This design comes from an exercise in tuning for small area, a short achievable clock period and few clock cycles per item on the open sky130 flow, not from production work.
Where RTL was checked, it was by simulation tests only, not by an equivalence proof against the original.
Function not checked in runs 1 to 4: the RTL went through the layout flow alone.

<file path="design/flow/design.v">
`timescale 1ns / 1ps
module crc_generator(
input clk,reset,
input s_axis_input_tvalid,
output logic s_axis_input_tready,
input [7:0]s_axis_input_tdata,
input s_axis_input_tlast,
output logic m_axis_output_tvalid,
input  m_axis_output_tready,
output logic [7:0]m_axis_output_tdata,
output logic m_axis_output_tlast
    );
logic [23:0] crc;
logic [7:0]  skid_data;
logic        skid_valid;
logic [1:0]  emit_cnt;       
logic        emit;           
logic        first;          
wire s_fire  = s_axis_input_tvalid & s_axis_input_tready;
wire o_free  = ~m_axis_output_tvalid | m_axis_output_tready;
wire ld_crc  = emit & ~skid_valid;
wire o_load  = o_free & (skid_valid | emit | s_axis_input_tvalid);
wire skid_take = s_fire & (skid_valid | emit | ~o_free);
wire [23:0] crc_next = first ? 24'h0 : crc24_d8(crc, m_axis_output_tdata);
function [23:0] crc24_d8(input [23:0] c, input [7:0] d);
    integer k;
    reg [23:0] r;
    begin
        r = c;
        for (k = 7; k >= 0; k = k - 1)
            r = {r[22:0], 1'b0} ^ ((d[k] ^ r[23]) ? 24'h864CFB : 24'h0);
        crc24_d8 = r;
    end
endfunction
wire [1:0] emit_cnt_n = (s_fire & s_axis_input_tlast) ? 2'd3 :
                        (o_free & ld_crc) ? emit_cnt - 2'd1 : emit_cnt;
wire       skid_valid_n = skid_take | (skid_valid & ~o_free);
always @(posedge clk) begin
    if (reset) begin
        skid_valid <= 1'b0;
        emit_cnt <= 2'd0;
        emit <= 1'b0;
        first <= 1'b1;
        m_axis_output_tvalid <= 1'b0;
        s_axis_input_tready <= 1'b1;
    end else begin
        if (o_load)
            first <= 1'b0;
        skid_valid <= skid_valid_n;
        emit_cnt <= emit_cnt_n;
        emit <= (emit_cnt_n != 2'd0);
        if (o_free)
            m_axis_output_tvalid <= o_load;
        s_axis_input_tready <= ~skid_valid_n & (emit_cnt_n == 2'd0);
    end
end
always @(posedge clk) begin
    if (o_load) begin
        crc <= crc_next;
        m_axis_output_tdata <= skid_valid ? skid_data :
                               emit ? crc_next[23:16] : s_axis_input_tdata;
        m_axis_output_tlast <= ld_crc & (emit_cnt == 2'd1);
    end
    if (skid_take)
        skid_data <= s_axis_input_tdata;
end
endmodule
</file>
<file path="design/flow/run.sh">
#!/bin/bash
# synth_recipe.tcl (not shown) runs the flow's synth.tcl, then flattens the netlist and writes it again
# the make line also repeats each setting of config.mk as NAME=value (left out here)
make -C /OpenROAD-flow-scripts/flow DESIGN_CONFIG=/design/flow/config.mk WORK_HOME=/design/flow/orfs CLKGATE_MAP_FILE= SYNTH_SCRIPT=/design/flow/synth_recipe.tcl finish
</file>
<file path="design/flow/config.mk">
export PLATFORM = sky130hd
export DESIGN_NAME = crc_generator
export DESIGN_NICKNAME = crc_generator
export VERILOG_FILES = /design/flow/design.v
export SDC_FILE = /design/flow/constraint.sdc
export NUM_CORES = 8
export LEC_CHECK = 0
export CAP_MARGIN = 20
export CORE_MARGIN = 2
export CORE_UTILIZATION = 50
export SETUP_SLACK_MARGIN = 3.5
export SLEW_MARGIN = 20
</file>
<file path="design/flow/constraint.sdc">
create_clock -name core_clock -period 5.5 [get_ports {clk}]
set_input_delay 1.1000 -clock core_clock [delete_from_list [all_inputs] [get_ports {clk}]]
set_output_delay 1.1000 -clock core_clock [all_outputs]
set_load 0.01 [all_outputs]
</file>
==> run notes, run 1 <==
Worst R2R End=m_axis_output_tdata[1]; Placement Cell Area=2953 um2; Mean Syn Cell Area=13.62 um2; final worst-path cycle share=0.3874; Slew Limit Fails=0; pin count of the biggest net entering global routing=21; Worst Skew=0.01290 ns; kind of critical path=reg -> reg; Yosys top cell by area=edfxtp_1; most common cell after layout, fill and taps aside=edfxtp_1; largest delay contributor family on the critical path=XOR/XNOR gates; total number of vias=1691; Yosys Warn Count=1; Wirelength per Cell=16.95 um; final core utilization=0.7091; cell chain of the critical path=buf_4, xnor2_4, xnor3_2, xnor3_2, xnor2_4, o31ai_2; delay of the slowest cell on the worst path=0.49 ns; number of fill cells in the layout=369; die height=76.32 um; first drt pass iteration count=4; Slew @ Worst Pin=0.6960 ns; CP Depth=6; Fin Setup TNS=0 ns; Core Region=5075 um2; Clock Tree Buf Depth=2; total CTS buffers=5; # diodes=0; DRC errors left=0; clock latency (worst-skew pair)=0.31 ns; TritonCTS clock tree=yes; worst slack at placement=2.515 ns; hold path depth=2; Setup crit start kind=flop; WP buf/inv=1; register bit total from synthesis=48; post-synth net total=206; Post-Synthesis Cells=192; register area share after synthesis=0.5244; worst r2r src=m_axis_output_tdata[6]; CP endpoint kind=flop; dpl hpwl=3.366 mm; Final Instance Area=3598 um2; Die ar.=5825 um2; routed vias/inst=5.140; Critical-path top delay cell=xnor3_2; CTS H-tree depth=2; most frequent cells in the layout=edfxtp_1 (41), buf_4 (29), nor2_1 (25); first-pass GRT wire length=8.914 mm; Post-Syn Area=2615 um2; Initial DRC Count=95; synth unique cells=35; total of max-cap violations=0; Req. time, crit path=5.54 ns; status=finished clean; worst setup margin=3.369 ns; crit-path max FO=3; number of global-route vias before repair=1708; crit path from=m_axis_output_tdata[6]; Cell Rows=26; initial core utilization=0.5153; die width=76.32 um; Area Growth Syn to Fin=37.61%; initial antenna violation count=0; hold crit path type=reg -> reg; RD Place Congestion=0.7448; Final setup viols=0; crit path DAT=2.17 ns; Fmax=469.3 MHz; GRT Resource Usage Total=0.2039; post-route ant nets=0; Port Buffer Count=23; clk root buf=clkbuf_8; layout cells sized above 1=0.3668; Final Hold Viols=0; Period minus WS final=2.131 ns; fin nets=272; FF-to-FF path depth=6; number of clock sinks=48; RSZ-0062 raised after global routing=true; flop2flop setup slack=3.37 ns; io pins=24; Total Wirelength=5.577 mm; Reg clk slew, reported paths=0.10 ns; Synth top area share=0.4708; GR Overflow Total=0; Rel. slew slack=0.5354; Setup crit end=m_axis_output_tdata[1]; synth top area cells=edfxtp_1 (47%), xnor2_1 (8.4%), xnor3_1 (6.9%)
[how the worst min path moves through the flow]
stage / from / to / slack, ns
floorplan: skid_data[6] / m_axis_output_tdata[6] / 0.50
global placement: skid_data[2] / m_axis_output_tdata[2] / 0.52
detailed placement: skid_data[2] / m_axis_output_tdata[2] / 0.52
CTS: skid_data[2] / m_axis_output_tdata[2] / 0.54
global route: skid_data[0] / m_axis_output_tdata[0] / 0.57
finish: skid_data[2] / m_axis_output_tdata[2] / 0.54
[layer usage]
metal	GRT usage	vias to the layer above	routed length [um]
met5	0	-	0
met2	0.3451	37	2825
met4	0.07455	0	136
met3	0.03910	9	169
li1	-	804	-
met1	0.2624	841	2445
[logic make-up (layout without fill, tap and decap cells)]
family	count (synthesis)	in the layout	synth area share
XOR/XNOR	56	56	0.2986
AND/OR/NAND/NOR	51	52	0.09139
flip-flops	48	48	0.5244
AO/OA/AOI/OAI	22	22	0.05071
buffers and inverters	10	76	0.01435
multiplexers	4	4	0.01579
adder cells (fa/ha/maj)	1	1	0.004784
[worst register-to-register path, delay by kind of cell, from the launching register on]
kind / cells / cell delay, ns
xor gates and xnor gates: 4 / 1.21
buffers and inverters: 1 / 0.17
AOI/OAI and AO/OA: 1 / 0.07
DFF: 1 / 0.41
[state kept, by name, indices dropped and copies added (netlist names)]
signal	count
skid_data	8
emit_cnt	2
m_axis_output_tlast	1
s_axis_input_tready	1
skid_valid	1
emit	1
first	1
crc	24
m_axis_output_tdata	8
m_axis_output_tvalid	1
[cells in the mapped netlist]
cell type,number
a21oi_1,10
a31oi_1,1
and2_1,1
buf_1,1
clkbuf_1,6
dfxtp_1,7
edfxtp_1,41
ha_1,1
inv_1,3
mux2_1,1
mux2i_1,3
nand2_1,5
nand2b_1,2
nand3_1,1
nand3b_1,2
nor2_1,26
nor2b_1,7
nor3_1,4
nor3b_1,1
nor4_1,1
o21ai_0,3
o21ai_1,3
o2bb2ai_1,1
o311a_1,1
o31ai_1,2
o31ai_2,1
or2_2,1
xnor2_1,25
xnor2_2,2
xnor2_4,4
xnor3_1,8
xnor3_2,2
xor2_1,10
xor2_2,2
xor3_1,3
[layout make-up]
class                   instances  area (um2)  share of cell area
clock inverters                 2       38.79             0.01078
well taps                      70       87.58             0.02434
inverters                       3       11.26            0.003129
multi-input cells             135        1409              0.3915
flip-flops and latches         48        1376              0.3825
clock buffers                   6       82.58             0.02295
repair buffers                 65       593.1              0.1648
[timing repair]
| item | in CTS | in global routing |
|---|---|---|
| gates resized for setup | 63 | 20 |
| pin swaps | 17 | 7 |
| gates cloned | 2 | 0 |
| endpoints found under the setup margin | 67 | 50 |
| buffers inserted | 36 | 4 |
| hold buffers | 0 | 0 |
[through the flow]
step / std cells / hold WS, ns
after CTS: 325 / 0.5434
after global placement: 279 / 0.5195
final: 329 / 0.5389
after global routing: 329 / 0.5702
after floorplan: 192 / 0.5000
after detailed placement: 279 / 0.5209
==> run 2, diff against run 1 <==
--- a/design/flow/config.mk
+++ b/design/flow/config.mk
@@ -10,3 +10,3 @@
 export CORE_UTILIZATION = 50
-export SETUP_SLACK_MARGIN = 3.5
+export SETUP_SLACK_MARGIN = 3.4
 export SLEW_MARGIN = 20
==> run 2 against run 1 <==
Against the previous run:
- flip-flop and latch count unchanged
- register-to-register slack about the same
- hold slack gained 0.016 ns
- first-iteration DRC count fell by 32%
- critical path type is now reg -> out
==> run notes, run 2 <==
DRC errors left=0; Initial DRC Count=65; first drt pass iteration count=4; first-pass GRT wire length=8.990 mm; synth unique cells=35; GRT Resource Usage Total=0.2029; number of clock sinks=48; crit path DAT=1.09 ns; Top reg by flops=crc; count leader, synth=edfxtp_1; initial core utilization=0.5153; status=finished clean; Reg clk slew, reported paths=0.09 ns; Period minus WS final=2.188 ns; post-synth net total=206; routed vias/inst=5.006; Fin Setup TNS=0 ns; Placement Cell Area=2938 um2; clk root buf=clkbuf_8; Fin Hold WS=0.5551 ns; crit path from=m_axis_output_tdata[1]; initial antenna violation count=0; Total Wirelength=5.422 mm; FFs w/ async S/R, synth=0; kind of critical path=reg -> out; post-route ant nets=0; Slew @ Worst Pin=0.7200 ns; dpl hpwl=3.311 mm; most common cell after layout, fill and taps aside=edfxtp_1; flip-flop count of the largest register after layout=24; total of max-cap violations=0; Post-Syn Area=2615 um2; Core Region=5075 um2; RSZ-0062 raised after global routing=true; final worst-path cycle share=0.3978; Post-Synthesis Cells=192; Slew Limit Fails=0; CP endpoint kind=output port; RD Place Congestion=0.7244; Worst Skew=0.006761 ns; Synth top area share=0.4708; register area share after synthesis=0.5244; synth cell count leaders=edfxtp_1 (41), nor2_1 (26), xnor2_1 (25); hold path depth=2; die height=76.32 um; Yosys top cell by area=edfxtp_1; Yosys Warn Count=1; pin count of the biggest net entering global routing=31; layout cells sized above 1=0.3435; ys flop type=edfxtp_1; Final Hold Viols=0; Clock Tree Buf Depth=2; GR Overflow Total=0; total CTS buffers=5; Fmax=457.1 MHz; die width=76.32 um; # diodes=0; Wirelength per Cell=16.33 um; CTS H-tree depth=2; number of global-route vias before repair=1760; Area Growth Syn to Fin=36.12%; Cell Rows=26; total number of vias=1662; Port Buffer Count=23; biggest regs=crc: 24 flops, m_axis_output_tdata: 8 flops, skid_data: 8 flops; Setup crit start kind=flop; Req. time, crit path=4.40 ns; io pins=24; worst r2r src=m_axis_output_tdata[1]; Post-synth EDFFs=41; crit-path max FO=2; clock latency (worst-skew pair)=0.31 ns; Final setup viols=0; most frequent cells in the layout=edfxtp_1 (41), buf_4 (34), nor2_1 (24); hold path start=skid_data[2]; FF-to-FF path depth=6; register bit total from synthesis=48; hold crit path type=reg -> reg; synth top area cells=edfxtp_1 (47%), xnor2_1 (8.4%), xnor3_1 (6.9%); Final Instance Area=3560 um2; Rel. slew slack=0.5194; Die ar.=5825 um2; TritonCTS clock tree=yes; Mean Syn Cell Area=13.62 um2; fin nets=275
==> run 2: changes by cell type in the layout (fill, tap and decap cells not counted), moves of 2 or more <==
cell and change:
xor2_2 -2, dlygate4sd2_1 +2, xor2_1 +2, clkdlybuf4s15_1 +5, buf_2 -7, xnor2_4 -2, buf_4 +5, xnor2_2 +3
==> run 2: layout make-up <==
| cell class | count | area [um2] |
|---|---|---|
| Clock buffer | 6 | 72.57 |
| Tap cell | 70 | 87.58 |
| Clock inverter | 2 | 15.01 |
| Sequential cell | 48 | 1374 |
| Inverter | 3 | 11.26 |
| Timing Repair Buffer | 68 | 616.8 |
| Multi-Input combinational cell | 135 | 1383 |
| Fill cell | 395 | 1515 |
==> run 2: timing repair <==
item,CTS,global route
pin swaps,14,16
resized for setup,46,21
cloned,1,0
endpoints found under the setup margin,66,21
setup buffers,30,15
endpoints found under the hold margin,0,0
hold buffers,0,0
==> run 2: final timing paths <==
kind | end | slack (ns)
setup / recovery | m_axis_output_tdata[1] | 3.31
hold / removal | m_axis_output_tdata[2] | 0.56
setup reg to reg | m_axis_output_tdata[7] | 3.37
hold reg to reg | m_axis_output_tdata[2] | 0.56
==> run 2: critical path, cell delays in order (launching register included) <==
cell	delay, ns
edfxtp_1	0.51
buf_6	0.17
buf_6	0.11
==> run 2: logic make-up after synthesis <==
group | share of synthesized area
compound gates | 0.05071
xor+xnor | 0.2986
fa+ha+maj | 0.004784
buf+inv | 0.01435
flops | 0.5244
mux | 0.01579
simple gates | 0.09139
==> run 2: through the flow <==
| step | utilization | std cells | setup WS, ns |
|---|---|---|---|
| after CTS | 0.6637 | 317 | 3.341 |
| after global routing | 0.7014 | 332 | 3.271 |
| after global placement | 0.5789 | 278 | 2.587 |
| final | 0.7014 | 332 | 3.312 |
| after floorplan | - | 192 | 3.308 |
| after detailed placement | 0.5789 | 278 | 2.490 |
==> run 2: layer usage <==
layer  track usage  vias up  share of wire
li1              -      809              -
met2        0.3469       26           0.55
met4       0.06727        0          0.010
met3       0.03910        5          0.032
met5             0        -              0
met1        0.2613      822           0.41
==> run 3, diff against run 2 <==
--- a/design/flow/design.v
+++ b/design/flow/design.v
@@ -13,2 +13,4 @@
 logic [23:0] crc;
+logic        fold;           
+logic        first;          
 logic [7:0]  skid_data;
@@ -17,3 +19,2 @@
 logic        emit;           
-logic        first;          
 wire s_fire  = s_axis_input_tvalid & s_axis_input_tready;
@@ -23,3 +24,4 @@
 wire skid_take = s_fire & (skid_valid | emit | ~o_free);
-wire [23:0] crc_next = first ? 24'h0 : crc24_d8(crc, m_axis_output_tdata);
+wire [23:0] crc_fold = crc24_d8(crc, m_axis_output_tdata);
+wire [23:0] crc_cur  = fold ? crc_fold : crc;
 function [23:0] crc24_d8(input [23:0] c, input [7:0] d);
@@ -39,2 +41,4 @@
     if (reset) begin
+        fold <= 1'b0;
+        first <= 1'b1;
         skid_valid <= 1'b0;
@@ -42,6 +46,8 @@
         emit <= 1'b0;
-        first <= 1'b1;
         m_axis_output_tvalid <= 1'b0;
+        m_axis_output_tdata <= 8'h0;
+        m_axis_output_tlast <= 1'b0;
         s_axis_input_tready <= 1'b1;
     end else begin
+        fold <= o_load;
         if (o_load)
@@ -53,2 +59,7 @@
             m_axis_output_tvalid <= o_load;
+        if (o_load) begin
+            m_axis_output_tdata <= skid_valid ? skid_data :
+                                   emit ? crc_cur[23:16] : s_axis_input_tdata;
+            m_axis_output_tlast <= ld_crc & (emit_cnt == 2'd1);
+        end
         s_axis_input_tready <= ~skid_valid_n & (emit_cnt_n == 2'd0);
@@ -57,8 +68,6 @@
 always @(posedge clk) begin
-    if (o_load) begin
-        crc <= crc_next;
-        m_axis_output_tdata <= skid_valid ? skid_data :
-                               emit ? crc_next[23:16] : s_axis_input_tdata;
-        m_axis_output_tlast <= ld_crc & (emit_cnt == 2'd1);
-    end
+    if (first)
+        crc <= 24'h0;
+    else if (fold)
+        crc <= crc_fold;
     if (skid_take)
==> run 3 against run 2 <==
Against the previous run:
- global-route usage rose by 1.6 points
- highest routed layer unchanged
- non-clock buffer count fell by 17
- fmax fell by 3.8%
- cell count rose by 11%
- critical endpoint is now m_axis_output_tdata[7]
- count of clock-buffer cells in the layout did not move
==> run notes, run 3 <==
status=finished clean; flip-flop count of the largest register after layout=24; Setup crit start kind=flop; crit path from=m_axis_output_tdata[4]; total of max-cap violations=0; Fmax=439.9 MHz; clk root buf=clkbuf_8; routed vias/inst=5.305; initial antenna violation count=0; Yosys top cell by area=dfxtp_1; ys flop type=dfxtp_1; crit path DAT=2.48 ns; Reg clk slew, reported paths=0.09 ns; number of clock sinks=49; GRT Resource Usage Total=0.2187; Area Growth Syn to Fin=25.74%; kind of critical path=reg -> reg; Post-Syn Area=2814 um2; post-synth net total=264; pin count of the biggest net entering global routing=26; synth unique cells=43; Mean Syn Cell Area=11.26 um2; total CTS buffers=5; Fin Hold WS=0.4605 ns; Die ar.=6244 um2; final worst-path cycle share=0.4133; total number of vias=1947; io pins=24; Setup crit end=m_axis_output_tdata[7]; CTS H-tree depth=2; Synth top area share=0.2917; most common cell after layout, fill and taps aside=nor2_1; # diodes=0; Top reg by flops=crc; clock latency (worst-skew pair)=0.31 ns; Final Hold Viols=0; Worst R2R End=m_axis_output_tdata[7]; synth top area cells=dfxtp_1 (29%), edfxtp_1 (8.5%), xnor3_1 (8.0%); first-pass GRT wire length=10.23 mm; number of global-route vias before repair=1980; Post-synth EDFFs=8; RSZ-0062 raised after global routing=true; die height=79.02 um; crit-path max FO=7; most frequent cells in the layout=nor2_1 (39), dfxtp_1 (29), buf_4 (25); Wirelength per Cell=16.97 um; Core Region=5473 um2; worst r2r src=m_axis_output_tdata[4]; Worst Skew=0.007723 ns; Rel. slew slack=0.4850; Yosys Warn Count=1; Slew @ Worst Pin=0.7714 ns; register bit total from synthesis=49; hold crit path type=reg -> reg; FF-to-FF path depth=5; DRC errors left=0; synth cell count leaders=dfxtp_1 (41), nor2_1 (41), xnor2_1 (23); first drt pass iteration count=4; initial core utilization=0.5142; register area share after synthesis=0.3771; die width=79.02 um; dpl hpwl=4.098 mm; CP endpoint kind=flop; flop2flop setup slack=3.23 ns; TritonCTS clock tree=yes; number of fill cells in the layout=439; Total Wirelength=6.229 mm; Post-Synthesis Cells=250; Port Buffer Count=23; biggest regs=crc: 24 flops, m_axis_output_tdata: 8 flops, skid_data: 8 flops; Cell Rows=27; GR Overflow Total=0; Period minus WS final=2.273 ns; post-route ant nets=0; Post-CTS Hold Buffers=0; FFs w/ async S/R, synth=0; Initial DRC Count=114; Fin Setup TNS=0 ns; Clock Tree Buf Depth=2; RD Place Congestion=0.8029; fin nets=308; layout cells sized above 1=0.2678; Final setup viols=0; Req. time, crit path=5.71 ns; Slew Limit Fails=0
-- run 3: changes by cell type after synthesis, sizes merged, moves of 3 or more --
cell	before	now
clkbuf	6	11
mux2i	3	14
dfxtp	7	41
a211oi	0	16
o31ai	3	0
o21ai	6	3
xor2	12	4
edfxtp	41	8
a211o	0	3
xnor3	10	14
xor3	3	7
nor2	26	41
-- run 3: stage by stage --
step           worst slack, ns  area, um2  std cells  utilization
4_1_cts                  3.141       3416        355       0.6241
2_1_floorplan            3.360       2854        250            -
3_5_place_dp             2.676       3137        333       0.5732
5_1_grt                  3.124       3538        367       0.6465
6_report                 3.227       3538        367       0.6465
3_3_place_gp             2.784       3137        333       0.5732
-- run 3: per-layer routing --
layer  up-vias  part of all wire  track usage
met1       929              0.47       0.2994
li1        978                 -            -
met5         -                 0            0
met2        33              0.49       0.3619
met3         7             0.031      0.02955
met4         0             0.011      0.06724
-- run 3: worst min path at each step --
stage / to / from / slack (ns) / depth (start not counted)
floorplan: crc[15] / crc[15] / 0.43 / 2
detailed placement: crc[15] / crc[15] / 0.45 / 2
finish: crc[15] / crc[15] / 0.46 / 2
CTS: crc[15] / crc[15] / 0.47 / 2
global placement: crc[15] / crc[15] / 0.45 / 2
global route: crc[15] / crc[15] / 0.48 / 2
-- run 3: worst max-delay path, cell delays in order, from the launching register on --
cell      delay [ns]
dfxtp_4         0.38
xnor2_4         0.37
xor3_2          0.51
xnor3_2         0.30
or3b_1          0.36
a311oi_1        0.25
-- run 3: what timing repair did --
item,in CTS,in global routing
hold endpoints to repair,0,0
pin swaps,8,11
setup buffers,14,12
gates resized for setup,37,16
setup endpoints to repair,37,14
-- run 3: cell families (layout without fill, tap and decap cells) --
family	count (synthesis)	in the layout	synth area share
xor+xnor	56	56	0.3184
mux	17	17	0.06180
simple gates	70	70	0.1169
flops	49	49	0.3771
fa+ha+maj	1	1	0.004446
compound gates	40	40	0.09871
buf+inv	17	62	0.02268
-- run 3: cell type report --
class,count,area [um2],share of cell area
Multi-Input combinational cell,184,1807,0.5106
Sequential cell,49,1096,0.3098
Timing Repair Buffer,51,426.7,0.1206
Tap cell,72,90.09,0.02546
Clock buffer,6,72.57,0.02051
Clock inverter,2,35.03,0.009901
Inverter,3,11.26,0.003182
==> run 4, diff against run 3 <==
--- a/design/flow/config.mk
+++ b/design/flow/config.mk
@@ -10,3 +10,3 @@
 export CORE_UTILIZATION = 50
-export SETUP_SLACK_MARGIN = 3.4
+export SETUP_SLACK_MARGIN = 3.5
 export SLEW_MARGIN = 20
==> run 4 against run 3 <==
Against the previous run:
- utilization up 3.2 points
- first-iteration DRC count fell by 44%
- wire length up 5.1%
- critical path depth is 2 higher
- area after synthesis did not move
- register-to-register slack better by 0.22 ns
- sequential share of layout area shrank 1.2 points
- cell count increased by 4.9%
- design area grew 5.0%
- still clean on timing, DRC and antenna
- synthesized cell count did not move
==> run notes, run 4 <==
status=finished clean; Die ar.=6244 um2; pin count of the biggest net entering global routing=37; Initial DRC Count=64; Reg clk slew, reported paths=0.10 ns; TritonCTS clock tree=yes; crit path DAT=2.28 ns; GRT Resource Usage Total=0.2220; # diodes=0; Mean Syn Cell Area=11.26 um2; area share of and/or/nand/nor cells after synthesis=0.1169; Post-CTS Hold Buffers=0; Fin Setup TNS=0 ns; flop2flop setup slack=3.44 ns; delay of the slowest cell on the worst path=0.43 ns; initial core utilization=0.5142; initial antenna violation count=0; most common cell after layout, fill and taps aside=buf_4; Area Growth Syn to Fin=32.01%; Min-Delay Endpoint=crc[15]; Critical-path top delay cell=xnor3_2; RD Place Congestion=0.7731; Yosys top cell by area=dfxtp_1; final worst-path cycle share=0.3740; Total Wirelength=6.546 mm; Fmax=486.1 MHz; XOR/XNOR share of the synthesized area=0.3184; routed vias/inst=5.283; number of fill cells in the layout=432; clock latency (worst-skew pair)=0.31 ns; dpl hpwl=3.902 mm; Period minus WS final=2.057 ns; Final Hold Viols=0; flip-flop count of the largest register after layout=24; cell chain of the critical path=buf_12, xnor2_4, buf_4, buf_4, xnor3_2, or3b_4, a311oi_2; Rel. slew slack=0.3893; GR Overflow Total=0; FF-to-FF path depth=7; register area share after synthesis=0.3771; CP endpoint kind=flop; Post-Syn Area=2814 um2; Slew @ Worst Pin=0.9147 ns; total CTS buffers=5; ys flop type=dfxtp_1; Wirelength per Cell=17.00 um; Worst R2R End=m_axis_output_tdata[7]; Synth Area in Adders=0.004446; post-synth net total=264; synth top area cells=dfxtp_1 (29%), edfxtp_1 (8.5%), xnor3_1 (8.0%); Top reg by flops=crc; die height=79.02 um; RSZ-0062 raised after global routing=true; Final setup viols=0; number of global-route vias before repair=2043; Yosys Warn Count=1; Worst Skew=0.01179 ns; layout cells sized above 1=0.3770; fin nets=326; register bit total from synthesis=49; multi-input combinational cell area=1866 um2; synth unique cells=43; Setup crit start kind=flop; io pins=24; total number of vias=2034; post-route ant nets=0; Most Frequent Cell on Critical Path=buf_4; die width=79.02 um; first-pass GRT wire length=10.54 mm; clk root buf=clkbuf_8; largest delay contributor family on the critical path=XOR/XNOR gates; number of clock sinks=49; crit-path max FO=4; hold path start=crc[15]; Core Region=5473 um2; FFs w/ async S/R, synth=0; Req. time, crit path=5.72 ns; main combinational cell family by area after synthesis=XOR/XNOR gates; Slew Limit Fails=0; Synth Area in Compound Gates=0.09871; kind of critical path=reg -> reg; Post-Synthesis Cells=250; CTS H-tree depth=2; worst r2r src=m_axis_output_tdata[7]; Synth top area share=0.2917; total of max-cap violations=0; biggest regs=crc: 24 flops, m_axis_output_tdata: 8 flops, skid_data: 8 flops; hold path depth=2; Clock Tree Buf Depth=2; Cell Rows=27; WP buf/inv=3; first drt pass iteration count=4; CP Depth=7; most frequent cells in the layout=buf_4 (39), nor2_1 (38), dfxtp_1 (24); hold crit path type=reg -> reg; multiplexer share of the synthesized area=0.06181; Port Buffer Count=23; DRC errors left=0; synth cell count leaders=dfxtp_1 (41), nor2_1 (41), xnor2_1 (23); FF+latch area=1105 um2; Post-synth EDFFs=8
==> run 4: stage by stage <==
step / utilization / instances / instance area, um2 / hold slack [ns] / setup WS (ns)
detailed placement: 0.5809 / 333 / 3179 / 0.4477 / 2.812
finish: 0.6788 / 385 / 3715 / 0.4730 / 3.443
global placement: 0.5809 / 333 / 3179 / 0.4447 / 2.829
CTS: 0.6504 / 371 / 3560 / 0.4598 / 3.407
floorplan: - / 250 / 2898 / 0.4300 / 3.483
global route: 0.6788 / 385 / 3715 / 0.5039 / 3.389
==> run 4: timing repair <==
item,4_1_cts,5_1_grt
gates resized for setup,65,24
buffers inserted,30,14
pin swaps,15,16
hold endpoints to repair,0,0
endpoints found under the setup margin,38,27
==> run 4: worst register-to-register path, cell delays in order, from the launching register on <==
cell and delay (ns):
dfxtp_4 0.37, buf_12 0.13, xnor2_4 0.18, buf_4 0.15, buf_4 0.09, xnor3_2 0.43
or3b_4 0.41, a311oi_2 0.20
==> run 4: final cells by class <==
cell class                      count  share of cell area
Timing Repair Buffer               69              0.1492
Clock buffer                        6             0.01954
Sequential cell                    49              0.2974
Multi-Input combinational cell    184              0.5022
Clock inverter                      2            0.004379
Tap cell                           72             0.02425
Inverter                            3            0.003031
==> run 4: layer usage <==
layer	GRT usage	routed length (um)
met5	0	0
met1	0.2853	2932
met2	0.3805	3326
met4	0.06724	132
met3	0.04205	155
==> run 4: cell families (layout without fill, tap and decap cells) <==
| logic type | Yosys count | after routing |
|---|---|---|
| buffers and inverters | 17 | 80 |
| xor gates and xnor gates | 56 | 56 |
| muxes | 17 | 17 |
| and+or+nand+nor | 70 | 70 |
| DFF | 49 | 49 |
| adders and majority gates | 1 | 1 |
| AOI/OAI and AO/OA | 40 | 40 |
==> run 4: worst max-delay path by stage <==
stage / from / to / slack, ns
after floorplan: m_axis_output_tdata[0] / m_axis_output_tdata[7] / 3.48
after global placement: s_axis_input_tvalid / m_axis_output_tdata[2] / 2.83
after detailed placement: s_axis_input_tvalid / m_axis_output_tdata[2] / 2.81
after CTS: m_axis_output_tdata[2] / m_axis_output_tdata[2] / 3.41
after global routing: m_axis_output_tdata[7] / m_axis_output_tdata[7] / 3.39
final: m_axis_output_tdata[7] / m_axis_output_tdata[7] / 3.44
==> run 5, diff against run 4 <==
==> design/flow/design.v (replaced) <==
`timescale 1ns / 1ps
module crc_generator(
input clk,reset,
input s_axis_input_tvalid,
output logic s_axis_input_tready,
input [7:0]s_axis_input_tdata,
input s_axis_input_tlast,
output logic m_axis_output_tvalid,
input  m_axis_output_tready,
output logic [7:0]m_axis_output_tdata,
output logic m_axis_output_tlast
    );
logic [23:0] crc;
logic [1:0]  emit_cnt;       
logic        emit;           
assign s_axis_input_tready = m_axis_output_tready & ~emit;
wire s_fire  = s_axis_input_tvalid & s_axis_input_tready;
wire o_free  = ~m_axis_output_tvalid | m_axis_output_tready;
wire e_load  = emit & o_free;
function [23:0] crc24_d8(input [23:0] c, input [7:0] d);
    integer k;
    reg [23:0] r;
    begin
        r = c;
        for (k = 7; k >= 0; k = k - 1)
            r = {r[22:0], 1'b0} ^ ((d[k] ^ r[23]) ? 24'h864CFB : 24'h0);
        crc24_d8 = r;
    end
endfunction
wire [1:0] emit_cnt_n = (s_fire & s_axis_input_tlast) ? 2'd3 :
                        e_load ? emit_cnt - 2'd1 : emit_cnt;
always @(posedge clk) begin
    if (reset) begin
        crc <= 24'h0;
        emit_cnt <= 2'd0;
        emit <= 1'b0;
        m_axis_output_tvalid <= 1'b0;
    end else begin
        if (s_fire)
            crc <= crc24_d8(crc, s_axis_input_tdata);
        else if (e_load)
            crc <= {crc[15:0], 8'h0};
        emit_cnt <= emit_cnt_n;
        emit <= (emit_cnt_n != 2'd0);
        if (o_free)
            m_axis_output_tvalid <= s_fire | emit;
    end
end
always @(posedge clk) begin
    if (s_fire | e_load) begin
        m_axis_output_tdata <= emit ? crc[23:16] : s_axis_input_tdata;
        m_axis_output_tlast <= emit & (emit_cnt == 2'd1);
    end
end
endmodule
==> design/flow/flow/run.sh (new file) <==
#!/bin/bash
# The standard synthesis and layout (standard.sh), except that the port
# buffers are buf_4 cells instead of the resizer's default pick.
set -euo pipefail
bash standard.sh synth > synth.log 2>&1
bash standard.sh "BUFFER_PORTS_ARGS=-buffer_cell sky130_fd_sc_hd__buf_4" finish > layout.log 2>&1
==> design/flow/standard.sh (new file) <==
#!/bin/bash
# synth_recipe.tcl (not shown) runs the flow's synth.tcl, then flattens the netlist and writes it again
# the make line also repeats each setting of config.mk as NAME=value (left out here)
make -C /OpenROAD-flow-scripts/flow DESIGN_CONFIG=/design/flow/config.mk WORK_HOME=/design/flow/orfs CLKGATE_MAP_FILE= SYNTH_SCRIPT=/design/flow/synth_recipe.tcl "${@:-finish}"
--- a/design/flow/config.mk
+++ b/design/flow/config.mk
@@ -10,3 +10,3 @@
 export CORE_UTILIZATION = 50
-export SETUP_SLACK_MARGIN = 3.5
+export SETUP_SLACK_MARGIN = 2.9
 export SLEW_MARGIN = 20
removed: design/flow/run.sh
==> run 5 against run 4 <==
Against the previous run:
- flip-flop and latch count shrank 12
- cell count shrank 28%
- hold slack gained 0.014 ns
- design area shrank 36%
- utilization shrank 8.3 points
- wire length shrank 33%
- synthesized cell count shrank 18%
- sequential share of layout area grew 5.4 points
- die area shrank 26%
- critical path type is now in -> out
- critical endpoint is now s_axis_input_tready
==> run notes, run 5 <==
total of max-cap violations=0; Rel. slew slack=0.5802; hold path start=crc[1]; register bit total from synthesis=37; ys flop type=dfxtp_1; synth top area cells=dfxtp_1 (27%), edfxtp_1 (13%), xnor2_1 (12%); Top reg by flops=crc; CTS H-tree depth=2; RD Place Congestion=0.7694; total CTS buffers=5; Yosys top cell by area=dfxtp_1; cell chain of the critical path=buf_6, nor2b_4, buf_6; kind of critical path=in -> out; TritonCTS clock tree=yes; Post-CTS Hold Buffers=0; pin count of the biggest net entering global routing=29; Wirelength per Cell=15.97 um; fin nets=240; Slew Limit Fails=0; synth unique cells=36; Area Growth Syn to Fin=15.30%; Cell Rows=23; Non-Filler Instances=276; first drt pass iteration count=4; die height=68.08 um; flip-flop count of the largest register after layout=24; Mean Syn Cell Area=10.02 um2; post-route ant nets=0; Fin Setup TNS=0 ns; number of global-route vias before repair=1509; first-pass GRT wire length=7.293 mm; FFs w/ async S/R, synth=0; flop2flop setup slack=3.31 ns; FF-to-FF path depth=6; CP endpoint kind=output port; Worst Skew=0.002551 ns; layout cells sized above 1=0.2301; count leader, synth=dfxtp_1; status=finished clean; Final setup viols=0; Slew @ Worst Pin=0.6289 ns; Post-synth EDFFs=9; GRT Resource Usage Total=0.2178; Period minus WS final=2.563 ns; initial antenna violation count=0; Placed Cells=269; synth cell count leaders=dfxtp_1 (28), xnor2_1 (27), a21oi_1 (22); Final Hold Viols=0; initial core utilization=0.5170; Die ar.=4635 um2; number of fill cells in the layout=348; Synth top area share=0.2730; GR Overflow Total=0; Worst R2R End=crc[20]; die width=68.08 um; Core Region=3971 um2; RSZ-0062 raised after global routing=true; most frequent cells in the layout=dfxtp_1 (28), xnor2_1 (26), a21oi_1 (22), buf_4 (22), nand2_1 (20); Critical-path top delay cell=buf_6; dpl hpwl=3.107 mm; io pins=24; Req. time, crit path=4.40 ns; number of clock sinks=37; Setup crit start kind=primary input; Reg clk slew, reported paths=0.07 ns; post-synth net total=219; routed vias/inst=5.627; Total Wirelength=4.408 mm; clock latency (worst-skew pair)=0.29 ns; DRC errors left=0; crit path DAT=1.46 ns; hold path depth=2; crit-path max FO=3; Post-Syn Area=2053 um2; Yosys Warn Count=1; # diodes=0; Post-Synthesis Cells=205; Initial DRC Count=103; Port Buffer Count=23; Most Frequent Cell on Critical Path=buf_6; delay of the slowest cell on the worst path=0.14 ns; Fmax=390.2 MHz; Min-Delay Endpoint=crc[9]; final worst-path cycle share=0.4660; Clock Tree Buf Depth=2; most common cell after layout, fill and taps aside=dfxtp_1; clk root buf=clkbuf_8; worst r2r src=emit; hold crit path type=reg -> reg; biggest regs=crc: 24 flops, m_axis_output_tdata: 8 flops, emit_cnt: 2 flops; register area share after synthesis=0.4046; total number of vias=1553
[run 5: worst max path at each step]
| stage | depth (start not counted) | to | from |
|---|---|---|---|
| after floorplan | 7 | crc[20] | m_axis_output_tready |
| after global placement | 7 | crc[20] | m_axis_output_tready |
| after detailed placement | 7 | crc[20] | m_axis_output_tready |
| after CTS | 3 | s_axis_input_tready | m_axis_output_tready |
| after global routing | 6 | crc[16] | s_axis_input_tdata[2] |
| final | 3 | s_axis_input_tready | m_axis_output_tready |
[run 5: per-stage QoR]
stage                     hold WS [ns]  setup slack (ns)  utilization  cell area [um2]
after floorplan                 0.4457             2.920            -             2053
after global placement          0.4586             2.382       0.5677             2255
after detailed placement        0.4708             2.327       0.5677             2255
after CTS                       0.4811             2.913       0.5904             2345
after global routing            0.5208             2.844       0.5961             2367
final                           0.4875             2.937       0.5961             2367
[run 5: repair_timing]
item / 4_1_cts / 5_1_grt
buffers inserted: 0 / 0
pin swaps: 0 / 0
setup endpoints to repair: 31 / 6
resized for setup: 5 / 3
[run 5: area by class of cell]
| class | count | area, um2 | area share |
|---|---|---|---|
| multi-input cells | 156 | 1201 | 0.5074 |
| flip-flops and latches | 37 | 830.8 | 0.3510 |
| repair buffers | 24 | 187.7 | 0.07928 |
| clock buffers | 6 | 72.57 | 0.03066 |
| well taps | 50 | 62.56 | 0.02643 |
| inverters | 2 | 8.758 | 0.003700 |
| clock inverters | 1 | 3.754 | 0.001586 |
[run 5: worst max-delay path: cells and delay by family]
kind / cells / cell delay, ns
buf+inv: 2 / 0.23
simple gates: 1 / 0.12
[run 5: cell families after synthesis]
logic type,after synthesis,share of synthesized area
buffers and inverters,12,0.02377
xor gates and xnor gates,46,0.2590
DFF,37,0.4046
muxes,8,0.04388
adders and majority gates,1,0.006093
AOI/OAI and AO/OA,47,0.1481
and+or+nand+nor,54,0.1146
[run 5: routing by layer]
layer | track usage | vias up | routed length [um]
li1 | - | 751 | -
met1 | 0.2912 | 747 | 2049
met2 | 0.3337 | 44 | 2021
met4 | 0.09500 | 0 | 93
met5 | 0 | - | 0
met3 | 0.05428 | 11 | 244
Testbench counts of run 5, summed over its fixed seeds: cycles 15,304, blocks 64.
==> run 6, diff against run 5 <==
==> design/flow/flow/run.sh (replaced) <==
#!/bin/bash
# The standard synthesis and layout (standard.sh), except that the port
# buffers start as buf_1 cells (the resizer upsizes those on critical paths)
# instead of the resizer's default pick, a delay cell.
set -euo pipefail
bash standard.sh synth > synth.log 2>&1
bash standard.sh "BUFFER_PORTS_ARGS=-buffer_cell sky130_fd_sc_hd__buf_1" finish > layout.log 2>&1
--- a/design/flow/config.mk
+++ b/design/flow/config.mk
@@ -10,2 +10,3 @@
 export CORE_UTILIZATION = 50
+export CTS_BUF_LIST = sky130_fd_sc_hd__clkbuf_4
 export SETUP_SLACK_MARGIN = 2.9
==> run 6 against run 5 <==
Against the previous run:
- clock skew up 0.0025 ns
- still clean
- critical path type unchanged
- critical path depth unchanged
- global-route usage down 1.1 points
- highest routed layer unchanged
==> run notes, run 6 <==
RSZ-0062 raised after global routing=false; pin count of the biggest net entering global routing=29; Area Growth Syn to Fin=10.12%; Initial DRC Count=106; fin nets=241; Rel. slew slack=0.6079; Setup Fix Bufs, Post-CTS=0; count leader, synth=dfxtp_1; biggest regs=crc: 24 flops, m_axis_output_tdata: 8 flops, emit_cnt: 2 flops; Worst Skew=0.005060 ns; synth unique cells=36; CP endpoint kind=output port; crit path from=m_axis_output_tready; Post-Synthesis Cells=205; Setup crit start kind=primary input; number of global-route vias before repair=1441; Final setup viols=0; TritonCTS clock tree=yes; layout cells sized above 1=0.1454; cell chain of the critical path=buf_6, nor2b_4, buf_6; clk root buf=clkbuf_4; flip-flop count of the largest register after layout=24; die width=68.08 um; Slew @ Worst Pin=0.5873 ns; CTS H-tree depth=2; kind of critical path=in -> out; Reg clk slew, reported paths=0.10 ns; Yosys top cell by area=dfxtp_1; Fmax=390.3 MHz; Clock Tree Buf Depth=2; routed vias/inst=5.477; Most Frequent Cell on Critical Path=buf_6; dpl hpwl=2.869 mm; Synth top area share=0.2730; Final Hold Viols=0; Critical-path top delay cell=buf_6; total of max-cap violations=0; status=finished clean; clock latency (worst-skew pair)=0.34 ns; hold path depth=2; Worst R2R End=crc[16]; post-route ant nets=0; register bit total from synthesis=37; flop2flop setup slack=3.36 ns; post-synth net total=219; delay of the slowest cell on the worst path=0.14 ns; Slew Limit Fails=0; GRT Resource Usage Total=0.2071; initial core utilization=0.5170; synth top area cells=dfxtp_1 (27%), edfxtp_1 (13%), xnor2_1 (12%); Total Wirelength=4.102 mm; crit path DAT=1.46 ns; Fin Setup TNS=0 ns; Post-synth EDFFs=9; initial antenna violation count=0; GR Overflow Total=0; Req. time, crit path=4.40 ns; Period minus WS final=2.562 ns; worst setup margin=2.938 ns; RD Place Congestion=0.8176; DRC errors left=0; Mean Syn Cell Area=10.02 um2; total CTS buffers=5; Yosys Warn Count=1; Min-Delay Endpoint=crc[9]; synth cell count leaders=dfxtp_1 (28), xnor2_1 (27), a21oi_1 (22); hold path start=crc[1]; Cell Rows=23; Die ar.=4635 um2; # diodes=0; final worst-path cycle share=0.4659; FF-to-FF path depth=5; Post-Syn Area=2053 um2; Core Region=3971 um2; first drt pass iteration count=4; die height=68.08 um; worst r2r src=emit; number of clock sinks=37; Top reg by flops=crc; worst slack at placement=2.279 ns; most frequent cells in the layout=dfxtp_1 (28), xnor2_1 (26), a21oi_1 (22); first-pass GRT wire length=6.900 mm; ys flop type=dfxtp_1; io pins=24; crit-path max FO=3; total number of vias=1517; Wirelength per Cell=14.81 um; FFs w/ async S/R, synth=0; Port Buffer Count=23; register area share after synthesis=0.4046; hold crit path type=reg -> reg; most common cell after layout, fill and taps aside=dfxtp_1
==> run 6: changes by cell type in the layout (fill, tap and decap cells not counted), moves of 5 or more <==
cell | previous run | this run
clkbuf_4 | 0 | 6
clkbuf_8 | 5 | 0
buf_1 | 0 | 21
buf_4 | 22 | 2
==> run 6: metal layers <==
metal  wire [um]  GRT usage  up-vias
li1            -          -      758
met1        2018     0.2966      716
met2        1813     0.2998       35
met3         208    0.05428        8
met4          61    0.07500        0
met5           0          0        -
==> run 6: worst max-delay path by stage <==
stage,to,slack [ns],depth (start not counted)
after floorplan,crc[20],2.92,7
final,s_axis_input_tready,2.94,3
after global routing,s_axis_input_tready,2.92,3
after global placement,crc[16],2.39,7
after CTS,s_axis_input_tready,2.90,3
after detailed placement,crc[16],2.28,7
==> run 6: kinds of logic after synthesis <==
family,Yosys count,share of synthesized area
AOI/OAI and AO/OA,47,0.1481
xor gates and xnor gates,46,0.2590
adders and majority gates,1,0.006093
buffers and inverters,12,0.02377
DFF,37,0.4046
muxes,8,0.04388
and+or+nand+nor,54,0.1146
==> run 6: what timing repair did <==
item                                   in CTS  in global routing
gates resized for setup                     5                  5
endpoints found under the hold margin       0                  0
setup endpoints to repair                  22                 11
hold buffers                                0                  0
gates cloned                                0                  0
==> run 6: final cells by class <==
class | count | area (um2)
clock inverter | 1 | 3.754
timing repair buffer | 25 | 116.4
clock buffer | 6 | 45.04
fill | 359 | 1710
sequential | 37 | 830.8
inverter | 2 | 11.26
multi-input combinational | 156 | 1191
tap | 50 | 62.56
==> run 6: worst max-delay path: cells and delay by family <==
kind / cells / cell delay [ns]
buffers and inverters: 2 / 0.23
and+or+nand+nor: 1 / 0.12
==> run 6: through the flow <==
step | hold slack [ns] | util | instances | area (um2)
6_report | 0.4815 | 0.5693 | 277 | 2261
5_1_grt | 0.5094 | 0.5693 | 277 | 2261
4_1_cts | 0.4860 | 0.5643 | 277 | 2241
3_5_place_dp | 0.4710 | 0.5479 | 270 | 2176
3_3_place_gp | 0.4637 | 0.5479 | 270 | 2176
2_1_floorplan | 0.4457 | - | 205 | 2053
==> run 7, diff against run 6 <==
==> design/flow/flow/run.sh (replaced) <==
#!/bin/bash
# The standard synthesis and layout (standard.sh) with two changes:
#  - the port buffers start as buf_1 cells (the resizer upsizes those on
#    critical paths) instead of the resizer's default pick, a delay cell;
#  - clock tree synthesis uses clkbuf_4 cells and no dummy loads.
set -euo pipefail
bash standard.sh synth > synth.log 2>&1
bash standard.sh "BUFFER_PORTS_ARGS=-buffer_cell sky130_fd_sc_hd__buf_1" \
    "CTS_ARGS=-sink_clustering_enable -repair_clock_nets -buf_list sky130_fd_sc_hd__clkbuf_4 -dont_use_dummy_load" \
    finish > layout.log 2>&1
--- a/design/flow/config.mk
+++ b/design/flow/config.mk
@@ -10,3 +10,2 @@
 export CORE_UTILIZATION = 50
-export CTS_BUF_LIST = sky130_fd_sc_hd__clkbuf_4
 export SETUP_SLACK_MARGIN = 2.9
==> run 7 against run 6 <==
Against the previous run:
- die area stayed put
- count of clock-buffer cells in the layout is 1 lower
- hold slack worse by 0.0033 ns
==> run notes, run 7 <==
Reg clk slew, reported paths=0.09 ns; Non-Filler Instances=275; post-route ant nets=0; TritonCTS clock tree=yes; initial antenna violation count=0; Rel. slew slack=0.5990; io pins=24; Post-Synthesis Cells=205; delay of the slowest cell on the worst path=0.14 ns; CTS resizes=5; Initial DRC Count=140; # diodes=0; Fmax=390.1 MHz; Clock Tree Buf Depth=2; Most Frequent Cell on Critical Path=buf_6; RSZ-0062 raised after global routing=false; layout cells sized above 1=0.1422; Area Growth Syn to Fin=9.567%; Wirelength per Cell=14.99 um; first drt pass iteration count=4; Core Region=3971 um2; number of fill cells in the layout=359; crit path DAT=1.46 ns; cell chain of the critical path=buf_6, nor2b_4, buf_6; Cell Rows=23; Fin Hold WS=0.4783 ns; die height=68.08 um; biggest regs=crc: 24 flops, m_axis_output_tdata: 8 flops, emit_cnt: 2 flops; Critical-path top delay cell=buf_6; register area share after synthesis=0.4046; post-synth net total=219; final core utilization=0.5665; clock latency (worst-skew pair)=0.33 ns; total number of vias=1522; hold crit path type=reg -> reg; final worst-path cycle share=0.4660; ys flop type=dfxtp_1; status=finished clean; WP buf/inv=2; initial core utilization=0.5170; Setup Fix Bufs, Post-CTS=0; die width=68.08 um; DRC errors left=0; count leader, synth=dfxtp_1; CP endpoint kind=output port; Yosys top cell by area=dfxtp_1; number of clock sinks=37; largest delay contributor family on the critical path=buffers and inverters; kind of critical path=in -> out; Period minus WS final=2.563 ns; Slew @ Worst Pin=0.6007 ns; number of global-route vias before repair=1439; Total Wirelength=4.121 mm; first-pass GRT wire length=6.900 mm; Yosys Warn Count=1; CTS H-tree depth=2; Die ar.=4635 um2; Port Buffer Count=23; Worst Skew=0.01553 ns; Final setup viols=0; Mean Syn Cell Area=10.02 um2; Slew Limit Fails=0; Fin Setup TNS=0 ns; total CTS buffers=5; Top reg by flops=crc; most common cell after layout, fill and taps aside=dfxtp_1; total of max-cap violations=0; crit-path max FO=3; GRT Resource Usage Total=0.2071; Final Hold Viols=0; Post-Syn Area=2053 um2; routed vias/inst=5.535; most frequent cells in the layout=dfxtp_1 (28), xnor2_1 (26), a21oi_1 (22); FFs w/ async S/R, synth=0; synth top area cells=dfxtp_1 (27%), edfxtp_1 (13%), xnor2_1 (12%); clk root buf=clkbuf_4; Placed Cells=270; pin count of the biggest net entering global routing=29; synth unique cells=36; synth cell count leaders=dfxtp_1 (28), xnor2_1 (27), a21oi_1 (22); Post-synth EDFFs=9; Setup crit start kind=primary input; Synth top area share=0.2730; Req. time, crit path=4.40 ns; dpl hpwl=2.869 mm; flip-flop count of the largest register after layout=24; RD Place Congestion=0.8176; register bit total from synthesis=37; GR Overflow Total=0; fin nets=241; Post-CTS Hold Buffers=0
==> run 7: changes by cell type in the layout (fill, tap and decap cells not counted), sizes merged <==
cell	change
clkbuf	-1
clkinv	-1
==> run 7: routing by layer <==
metal  vias up  share of wire  wire, um  global-route usage
met5         -              0         0                   0
met1       721           0.49      2038              0.2966
met2        35           0.45      1836              0.2998
met4         0          0.014        59             0.07500
met3         8          0.045       186             0.05428
li1        758              -         -                   -
==> run 7: final cells by class <==
class,count,area (um2),share of cell area
multi-input cells,156,1191,0.5295
well taps,50,62.56,0.02781
repair buffers,25,116.4,0.05172
clock buffers,5,37.54,0.01669
inverters,2,11.26,0.005006
flip-flops and latches,37,830.8,0.3693
==> run 7: path summary, 6_finish.rpt <==
check	slack, ns	depth (start not counted)	endpoint	start
worst max-delay path	2.94	3	s_axis_input_tready	m_axis_output_tready
worst min-delay path	0.48	2	crc[9]	crc[1]
worst min register to register	0.48	2	crc[9]	crc[1]
worst max register to register	3.32	5	crc[16]	emit
==> run 7: logic make-up (layout without fill, tap and decap cells) <==
kind of cell | after synthesis | after routing | share of synthesized area
AND/OR/NAND/NOR | 54 | 54 | 0.1146
AO/OA/AOI/OAI | 47 | 47 | 0.1481
XOR/XNOR | 46 | 46 | 0.2590
flip-flops | 37 | 37 | 0.4046
buffers and inverters | 12 | 32 | 0.02377
multiplexers | 8 | 8 | 0.04388
adder cells (fa/ha/maj) | 1 | 1 | 0.006093
==> run 7: worst register-to-register path, cell delays in order, from the launching register on <==
cell,delay [ns]
dfxtp_1,0.72
and2_1,0.50
nor2_1,0.16
clkinvlp_4,0.30
nor2_1,0.09
a2111oi_2,0.32
==> run 7: through the flow <==
step	setup slack [ns]	instance area, um2
finish	2.937	2250
CTS	2.901	2230
global placement	2.389	2176
detailed placement	2.279	2176
global route	2.923	2250
floorplan	2.920	2053
==> run 8, diff against run 7 <==
--- a/design/flow/config.mk
+++ b/design/flow/config.mk
@@ -9,3 +9,3 @@
 export CORE_MARGIN = 2
-export CORE_UTILIZATION = 50
+export CORE_UTILIZATION = 55
 export SETUP_SLACK_MARGIN = 2.9
==> run 8 against run 7 <==
Against the previous run:
- still clean
- flip-flop and latch count stayed put
- cell count is 0.73% lower
- utilization is 4.8 points higher
- wire length is 1.4% higher
- critical path depth stayed put
- hold slack worse by 0.0035 ns
- first-iteration DRC count is 36% lower
- register-to-register slack worse by 0.13 ns
- global-route usage is 1.9 points higher
==> run notes, run 8 <==
hold crit path type=reg -> reg; crit-path max FO=3; register bit total from synthesis=37; FFs w/ async S/R, synth=0; kind of critical path=in -> out; top sig layer=met4; post-route ant nets=0; area share of and/or/nand/nor cells after synthesis=0.1146; RSZ-0062 raised after global routing=false; Fin Setup TNS=0 ns; initial antenna violation count=0; CTS resizes=5; Synth Area in Adders=0.006094; delay of the slowest cell on the worst path=0.14 ns; Period minus WS final=2.568 ns; status=finished clean; Post-CTS Hold Buffers=0; biggest regs=crc: 24 flops, m_axis_output_tdata: 8 flops, emit_cnt: 2 flops; Slew Limit Fails=0; io pins=24; Total Wirelength=4.179 mm; Clock Tree Buf Depth=2; synth cell count leaders=dfxtp_1 (28), xnor2_1 (27), a21oi_1 (22); Synth Area in Compound Gates=0.1481; Port Buffer Count=23; routed vias/inst=5.549; count leader, synth=dfxtp_1; DRC errors left=0; layout cells sized above 1=0.1378; Mean Syn Cell Area=10.02 um2; Yosys Warn Count=1; number of global-route vias before repair=1499; Fin Hold WS=0.4747 ns; synth unique cells=36; total of max-cap violations=0; clk root buf=clkbuf_4; RD Place Congestion=0.8702; Post-synth EDFFs=9; most frequent cells in the layout=dfxtp_1 (28), xnor2_1 (27), a21oi_1 (22); Fmax=389.4 MHz; Slew @ Worst Pin=0.6428 ns; Post-Syn Area=2053 um2; Setup crit start kind=primary input; flip-flop count of the largest register after layout=24; Die ar.=4238 um2; dpl hpwl=2.932 mm; fin nets=241; Wirelength per Cell=15.31 um; number of clock sinks=37; die height=65.10 um; Top reg by flops=crc; Initial DRC Count=89; main combinational cell family by area after synthesis=XOR/XNOR gates; Critical-path top delay cell=buf_6; number of fill cells in the layout=340; Area Growth Syn to Fin=8.714%; TritonCTS clock tree=yes; Cell Rows=22; final worst-path cycle share=0.4669; Yosys top cell by area=dfxtp_1; Final setup viols=0; Worst Skew=0.02065 ns; Final Hold Viols=0; Rel. slew slack=0.5709; met3 WL=209 um; crit path DAT=1.47 ns; first drt pass iteration count=5; clock latency (worst-skew pair)=0.35 ns; Core Region=3633 um2; Synth top area share=0.2730; register area share after synthesis=0.4046; multiplexer share of the synthesized area=0.04388; pin count of the biggest net entering global routing=29; Reg clk slew, reported paths=0.08 ns; CTS H-tree depth=2; initial core utilization=0.5651; most common cell after layout, fill and taps aside=dfxtp_1; cell chain of the critical path=clkbuf_2, nor2b_4, buf_6; first-pass GRT wire length=7.127 mm; Post-Synthesis Cells=205; Setup Fix Bufs, Post-CTS=0; GRT Resource Usage Total=0.2258; # diodes=0; WL met2=2.058 mm; XOR/XNOR share of the synthesized area=0.2590; GR Overflow Total=0; Req. time, crit path=4.40 ns; synth top area cells=dfxtp_1 (27%), edfxtp_1 (13%), xnor2_1 (12%); M1 WL=1.858 mm; CP endpoint kind=output port; die width=65.10 um; total CTS buffers=5; ys flop type=dfxtp_1; total number of vias=1515; WP buf/inv=2; post-synth net total=219; largest delay contributor family on the critical path=buffers and inverters
==> run 8: cell count changes in the layout (fill, tap and decap cells not counted) <==
cell      before  now
xnor2_1       26   27
buf_6          2    1
and2_4         1    0
clkbuf_2       0    1
xnor2_2        7    6
and2_2         0    1
==> run 8: routing by layer <==
| metal | global-route usage | vias up |
|---|---|---|
| met3 | 0.05137 | 5 |
| li1 | - | 755 |
| met2 | 0.3956 | 37 |
| met1 | 0.2769 | 718 |
| met4 | 0.07031 | 0 |
| met5 | 0 | - |
==> run 8: cells by family after synthesis <==
kind of cell,Yosys count
buffers and inverters,12
AOI/OAI and AO/OA,47
xor gates and xnor gates,46
DFF,37
adders and majority gates,1
and+or+nand+nor,54
muxes,8
==> run 8: layout make-up <==
class / instances / area, um2 / area share
tap: 48 / 60.06 / 0.02691
timing repair buffer: 25 / 110.1 / 0.04933
multi-input combinational: 156 / 1182 / 0.5297
inverter: 2 / 11.26 / 0.005045
clock buffer: 5 / 37.54 / 0.01682
sequential: 37 / 830.8 / 0.3722
==> run 8: per-stage QoR <==
stage | instances | cell area [um2] | util | setup slack (ns)
5_1_grt | 273 | 2232 | 0.6143 | 2.904
3_5_place_dp | 268 | 2173 | 0.5981 | 2.324
2_1_floorplan | 205 | 2053 | - | 2.920
4_1_cts | 273 | 2227 | 0.6129 | 2.904
3_3_place_gp | 268 | 2173 | 0.5981 | 2.385
6_report | 273 | 2232 | 0.6143 | 2.932
==> run 8: worst reg2reg max path: stages (launching register included) <==
cell,delay [ns]
dfxtp_1,0.74
nor2b_4,0.09
and2_2,0.38
nor2_1,0.28
clkinvlp_4,0.38
nor2_1,0.23
a2111oi_2,0.07
==> run 8: worst paths after layout <==
path                                      startpoint             endpoint  slack (ns)  cells past startpoint
worst max-delay path            m_axis_output_tready  s_axis_input_tready        2.93                      3
worst max register to register                  emit              crc[16]        3.19                      6
worst min register to register                crc[1]               crc[9]        0.47                      2
worst min-delay path                          crc[1]               crc[9]        0.47                      2

## static timing again, ports no longer ideal
Ports are ideal in the flow. The routed layouts listed here were re-timed in OpenROAD.
Step 1 assumes that a clkbuf_16 drives the clock port and a buf_2 every other input.
Step 2 also shifts input and output timing later by t, the mid clock arrival at the registers, as if the neighbouring blocks saw the same clock.
Three values: ideal, step 1, step 2; two values: the first two.
run	shift t [ns]	slack for setup (ns)	worst register clock-pin slew, ns
run 1	0.333	3.369 / 3.369 / 3.237	0.10 / 0.10
run 2	0.334	3.312 / 3.284 / 3.201	0.09 / 0.09
run 3	0.335	3.227 / 3.227 / 3.150	0.09 / 0.09
run 4	0.335	3.443 / 3.427 / 3.155	0.10 / 0.10
run 5	0.309	2.937 / 2.905 / 2.641	0.07 / 0.07
run 6	0.355	2.938 / 2.905 / 2.636	0.10 / 0.10
run 7	0.349	2.937 / 2.904 / 2.638	0.10 / 0.10
run 8	0.362	2.932 / 2.907 / 2.645	0.11 / 0.11
After both steps setup and hold are still met in every run listed. The setup slack of run 6, which loses most, moves by -0.033 ns with the drivers and by -0.302 ns with both steps.
